Context: an optimization exercise on an open-source flow, tuned for small area, a short achievable clock period and few clock cycles per item. The choices shown serve that exercise and are no tape-out recipe. Only simulation tests tie the RTL to the original design; equivalence was not proved.

Design gcd, start of the top module:
module gcd(opa, opb, start, resetn, clk, result, done);
input wire [31:0] opa;
input wire [31:0] opb;
input wire start, resetn;
input wire clk;
output wire [31:0] result;
output wire done;
reg  [31:0] A, B;
reg  [4:0]  k;
reg         flag;        
reg         rest;        
reg         run_reg;
reg         done_reg;
reg         start_reg;
assign result = B;
assign done   = done_reg;
wire init  = start & ~start_reg & ~run_reg;
wire swapcase = flag | ~B[0];               
wire [31:0] X = swapcase ? 32'd0 : A;
wire [31:0] Y = (swapcase | A[0]) ? B : 32'd0;
wire [31:0] xy_eq;      
wire        xy_gt;
wire        xy_same;
absdiff ad0 (.x(X), .y(Y), .d(xy_eq), .gt(xy_gt), .eq(xy_same));
wire [3:0] xl = X[4:1] ^ Y[4:1];
wire force1 = swapcase & (flag | ~A[0]);
wire [1:0] sh = force1 ? 2'd0 :
                xl[0] ? 2'd0 :
                xl[1] ? 2'd1 :
                xl[2] ? 2'd2 : 2'd3;
reg  [31:0] nA;
always @(*) begin
    case (sh)
        2'd0: nA = {1'b0, xy_eq[31:1]};
        2'd1: nA = {2'b0, xy_eq[31:2]};
        2'd2: nA = {3'b0, xy_eq[31:3]};
        default: nA = {4'b0, xy_eq[31:4]};
    endcase
end
  ...
==> module gcd, before the edit <==
module gcd(opa, opb, start, resetn, clk, result, done);
input wire [31:0] opa;
input wire [31:0] opb;
input wire start, resetn;
input wire clk;
output wire [31:0] result;
output wire done;
reg  [31:0] A, B;
reg  [4:0]  k;
reg         flag;        
reg         rest;        
reg         run_reg;
reg         done_reg;
reg         start_reg;
assign result = B;
assign done   = done_reg;
wire init  = start & ~start_reg & ~run_reg;
wire swapcase = flag | ~B[0];               
wire [31:0] X = swapcase ? 32'd0 : A;
wire [31:0] Y = (swapcase | A[0]) ? B : 32'd0;
wire [31:0] xy_eq;      
wire        xy_gt;
wire        xy_same;
absdiff ad0 (.x(X), .y(Y), .d(xy_eq), .gt(xy_gt), .eq(xy_same));
wire [3:0] xl = X[4:1] ^ Y[4:1];
wire force1 = swapcase & (flag | ~A[0]);
wire [1:0] sh = force1 ? 2'd0 :
                xl[0] ? 2'd0 :
                xl[1] ? 2'd1 :
                xl[2] ? 2'd2 : 2'd3;
reg  [31:0] nA;
always @(*) begin
    case (sh)
        2'd0: nA = {1'b0, xy_eq[31:1]};
        2'd1: nA = {2'b0, xy_eq[31:2]};
        2'd2: nA = {3'b0, xy_eq[31:3]};
        default: nA = {4'b0, xy_eq[31:4]};
    endcase
end
wire swap   = swapcase | ~(xy_gt | xy_same);
wire finish = run_reg & ~rest & ~flag & xy_same;    
wire k1     = (k == 5'd1);
wire kz     = (k == 5'd0);
always @(posedge clk) begin
    if (init)
        A <= opa;
    else
        A <= nA;
end
always @(posedge clk) begin
    if (init)
        B <= opb;
    else if (run_reg & (rest | (finish & ~swapcase & ~kz)))
        B <= {B[30:0], 1'b0};
    else if (run_reg & swap)
        B <= A;
end
always @(posedge clk) begin
    if (init) begin
        k    <= 5'd0;
        flag <= 1'b0;
    end else if (rest | finish) begin
        k    <= k - 5'd1;
    end else begin
        if (flag) k <= k + 5'd1;
        flag <= ~flag & ~A[0] & ~B[0];
    end
end
always @(posedge clk or negedge resetn) begin
    if (~resetn) begin
        run_reg   <= 1'b0;
        done_reg  <= 1'b0;
        start_reg <= 1'b0;
        rest      <= 1'b0;
    end else begin
        start_reg <= start;
        if (init) begin
            run_reg  <= 1'b1;
            done_reg <= 1'b0;
            rest     <= 1'b0;
        end else if (run_reg) begin
            if ((finish & (swapcase | kz | k1)) | (rest & k1)) begin
                run_reg  <= 1'b0;
                done_reg <= 1'b1;
                rest     <= 1'b0;
            end else if (finish) begin
                rest     <= 1'b1;
            end
        end
    end
end
endmodule
make LEC_CHECK=0 CAP_MARGIN=20 CORE_MARGIN=2 CORE_UTILIZATION=40 SLEW_MARGIN=20 finish   # period 4.0 ns
run.sh (not shown) runs the stock make flow with config.mk's settings and CLKGATE_MAP_FILE= SYNTH_SCRIPT=/design/flow/synth_recipe.tcl, a recipe that flattens the netlist after the stock synthesis.
Testbench counts at the start, summed over its fixed seeds: cycles 174,482, items 8,000.
Then changed:
--- a/flow/design.v
+++ b/flow/design.v
@@ -11,4 +11,6 @@
 reg         flag;        
 reg         rest;        
+reg         sc;          
+reg         ys;          
 reg         run_reg;
 reg         done_reg;
@@ -17,13 +19,12 @@
 assign done   = done_reg;
 wire init  = start & ~start_reg & ~run_reg;
-wire swapcase = flag | ~B[0];               
-wire [31:0] X = swapcase ? 32'd0 : A;
-wire [31:0] Y = (swapcase | A[0]) ? B : 32'd0;
-wire [31:0] xy_eq;      
-wire        xy_gt;
-wire        xy_same;
-absdiff ad0 (.x(X), .y(Y), .d(xy_eq), .gt(xy_gt), .eq(xy_same));
+wire [31:0] X = sc ? 32'd0 : A;
+wire [31:0] Y = ys ? B : 32'd0;
+wire [31:0] xy_d;       
+wire        xy_gt;      
+wire        xy_same;    
+absdiff ad0 (.x(X), .y(Y), .d(xy_d), .gt(xy_gt), .eq(xy_same));
 wire [3:0] xl = X[4:1] ^ Y[4:1];
-wire force1 = swapcase & (flag | ~A[0]);
+wire force1 = sc & (flag | ~A[0]);
 wire [1:0] sh = force1 ? 2'd0 :
                 xl[0] ? 2'd0 :
@@ -33,14 +34,17 @@
 always @(*) begin
     case (sh)
-        2'd0: nA = {1'b0, xy_eq[31:1]};
-        2'd1: nA = {2'b0, xy_eq[31:2]};
-        2'd2: nA = {3'b0, xy_eq[31:3]};
-        default: nA = {4'b0, xy_eq[31:4]};
+        2'd0: nA = {1'b0, xy_d[31:1]};
+        2'd1: nA = {2'b0, xy_d[31:2]};
+        2'd2: nA = {3'b0, xy_d[31:3]};
+        default: nA = {4'b0, xy_d[31:4]};
     endcase
 end
-wire swap   = swapcase | ~(xy_gt | xy_same);
+wire nA0 = force1 ? B[1] : (|xl);           
+wire swap   = sc | ~(xy_gt | xy_same);
 wire finish = run_reg & ~rest & ~flag & xy_same;    
 wire k1     = (k == 5'd1);
 wire kz     = (k == 5'd0);
+wire nflag = ~flag & ~A[0] & ~B[0];
+wire nsc   = nflag | (sc & ~A[0]);
 always @(posedge clk) begin
     if (init)
@@ -52,5 +56,5 @@
     if (init)
         B <= opb;
-    else if (run_reg & (rest | (finish & ~swapcase & ~kz)))
+    else if (run_reg & (rest | (finish & ~sc & ~kz)))
         B <= {B[30:0], 1'b0};
     else if (run_reg & swap)
@@ -61,9 +65,15 @@
         k    <= 5'd0;
         flag <= 1'b0;
-    end else if (rest | finish) begin
-        k    <= k - 5'd1;
+        sc   <= ~opb[0];
+        ys   <= ~opb[0] | opa[0];
     end else begin
-        if (flag) k <= k + 5'd1;
-        flag <= ~flag & ~A[0] & ~B[0];
+        if (rest | finish) begin
+            k    <= k - 5'd1;
+        end else begin
+            if (flag) k <= k + 5'd1;
+            flag <= nflag;
+        end
+        sc <= nsc;
+        ys <= nsc | nA0;
     end
 end
@@ -81,5 +91,5 @@
             rest     <= 1'b0;
         end else if (run_reg) begin
-            if ((finish & (swapcase | kz | k1)) | (rest & k1)) begin
+            if ((finish & (sc | kz | k1)) | (rest & k1)) begin
                 run_reg  <= 1'b0;
                 done_reg <= 1'b1;
Outcome:
- cell area hardly moves
- hold slack gets worse by 31 ps
- die area is lower slightly
- sequential share of layout area is higher by 0.47 points
- non-clock buffer count is higher by 8
- cell count is higher slightly
- routed wire length is lower slightly
- fmax is lower by a few percent
- synthesized area is lower slightly
- sequential cell count is higher by 2
- worst setup slack gets worse by 85 ps
Testbench counts after the change, summed over its fixed seeds: cycles 174,482, items 8,000.

re-timing with driven ports:
Ports are ideal in the flow. The routed layouts listed here were re-timed in OpenROAD.
Step 1 assumes that a clkbuf_16 drives the clock port and a buf_2 every other input.
Step 2 times the ports against the registers' clock, not the clock port: input delays grow and output delays shrink by t, the midpoint of the rising clock arrivals with the driver on.
a / b / c = no drivers / after step 1 / after step 2; a / b = the first two.
run | t, ns | setup WS [ns] | worst register clock-pin slew, ns
the first run | 0.388 | 0.209 / 0.209 / 0.209 | 0.07 / 0.07
the second run | 0.388 | 0.124 / 0.124 / 0.124 | 0.06 / 0.06
After both steps setup and hold are still met in every run listed.
